This is an optimization exercise on Yosys and OpenROAD, whose aim is small area and a short achievable clock period, not a production implementation. In this exercise RTL edits were held to simulation tests only and were not proved equivalent to the original.

== rev 12 ==
## cordic_advanced
module cordic_advanced #(
    parameter DATA_WIDTH = 18,
    parameter ANGLE_WIDTH = 32,
    parameter ITERATIONS = 18,
    parameter PIPELINE_STAGES = 18
)(
    input  wire                         clk,
    input  wire                         rst_n,
    input  wire                         enable,
    input  wire signed [DATA_WIDTH-1:0] x_in,
    input  wire signed [DATA_WIDTH-1:0] y_in,
    input  wire signed [ANGLE_WIDTH-1:0] z_in,
    input  wire                         data_valid_in,
    output wire                         data_ready_out,
    output wire signed [DATA_WIDTH:0]   x_out,
    output wire signed [DATA_WIDTH:0]   y_out,
    output wire signed [ANGLE_WIDTH-1:0] z_out,
    output wire                         data_valid_out,
    input  wire                         data_ready_in,
    output wire                         overflow,
    output wire [15:0]                  iterations_count,
    output wire [31:0]                  throughput_counter
);
    assign data_ready_out = enable;
    wire accept = enable & data_valid_in;
    wire [18:0] xe = {x_in[17], x_in};
    wire [18:0] ye = {y_in[17], y_in};
    wire [1:0] q = z_in[31:30];
    wire [18:0] x0 = (q == 2'b01) ? -ye : (q == 2'b10) ? ye : xe;
    wire [18:0] y0 = (q == 2'b01) ? xe : (q == 2'b10) ? -xe : ye;
  ...
For scale: roughly 8100 cells after synthesis, roughly 1200 flip-flops, ~190 I/O pins.
Settings: LEC_CHECK=0, CAP_MARGIN=20, CORE_MARGIN=2, CORE_UTILIZATION=40, SLEW_MARGIN=20; clock period 4.5 ns.
run.sh (not shown) runs the stock make flow with config.mk's settings and CLKGATE_MAP_FILE= SYNTH_SCRIPT=/design/flow/synth_recipe.tcl, a recipe that flattens the netlist after the stock synthesis.
[inputs] rev 13 vs rev 12
--- a/flow/design.v
+++ b/flow/design.v
@@ -16,27 +16,33 @@
     output wire signed [DATA_WIDTH:0]   y_out,
     output wire signed [ANGLE_WIDTH-1:0] z_out,
     output wire                         data_valid_out,
     input  wire                         data_ready_in,
     output wire                         overflow,
     output wire [15:0]                  iterations_count,
     output wire [31:0]                  throughput_counter
 );
     assign data_ready_out = enable;
     wire accept = enable & data_valid_in;
-    wire [18:0] xe = {x_in[17], x_in};
-    wire [18:0] ye = {y_in[17], y_in};
-    wire [1:0] q = z_in[31:30];
+    reg [17:0] xr, yr;
+    reg [31:0] zr;
+    reg vin;
+    always @(posedge clk) if (enable) begin xr <= x_in; yr <= y_in; zr <= z_in; end
+    always @(posedge clk or negedge rst_n)
+        if (!rst_n) vin <= 1'b0; else if (enable) vin <= data_valid_in;
+    wire [18:0] xe = {xr[17], xr};
+    wire [18:0] ye = {yr[17], yr};
+    wire [1:0] q = zr[31:30];
     wire [18:0] x0 = (q == 2'b01) ? -ye : (q == 2'b10) ? ye : xe;
     wire [18:0] y0 = (q == 2'b01) ? xe : (q == 2'b10) ? -xe : ye;
-    wire [30:0] z0 = {q[0] ^ q[1] ? q[1] : z_in[30], z_in[29:0]};
-    wire v0 = data_valid_in;
+    wire [30:0] z0 = {q[0] ^ q[1] ? q[1] : zr[30], zr[29:0]};
+    wire v0 = vin;
     wire d0 = z0[30];
     wire [18:0] xs0 = y0;
     wire [18:0] ys0 = x0;
     wire [18:0] x1 = x0 + (xs0 ^ {19{~d0}}) + {18'd0, ~d0};
     wire [18:0] y1 = y0 + (ys0 ^ {19{d0}}) + {18'd0, d0};
     wire [29:0] z1 = z0[29:0] + (d0 ? 30'h20000000 : 30'h20000000);
     wire v1 = v0;
     reg [18:0] xq1, yq1;
     reg [29:0] zq1;
     reg vq1;
### Flow results
Relative to rev 12, final worst-path setup slack has decreased by 33 ps in rev 13. Relative to rev 12, multi-input combinational gate total has gone down in rev 13. Delta (rev 13 minus rev 12): global routing usage on met3 now sits higher; met3 wirelength from detailed routing went up about 21%; total number of placement rows now sits higher. The initial standard-cell utilization of the core of rev 12 and that of rev 13 are within noise of each other. Going from rev 12 to rev 13, post-route non-filler standard cell count shrank slightly. Rev 13 — post-cts repair resize count 6 higher, rev 12 as reference. Of the two candidates, rev 12 has the better shortest period the worst path allows and rev 13 the worse one. Rev 13 vs rev 12 — vias per cell climbed slightly.

re-timing with driven ports:
Ports are ideal in the flow. The routed layouts listed here were re-timed in OpenROAD. Step 1, drivers: a clkbuf_16 drives clk and a buf_2 each remaining input, both assumed. Step 2 moves the port delays by t, midway between the first and last clock arrival at a register: inputs arrive t later, outputs are due t later. That takes back most of the time a late clock gives input paths. a / b / c = ideal / step 1 / step 2; a / b = the first two.
run	t, ns	slack for setup (ns)	worst slew at a driven data input, ns
rev 12	0.847	0.143 / 0.208 / -0.639	0.06
rev 13	0.853	0.110 / 0.110 / 0.110	0.13
Met with ideal ports but missed after step 2: setup timing in rev 12. For rev 12, which loses most, drivers alone change the setup slack by +0.065 ns; drivers and shift together by -0.782 ns.
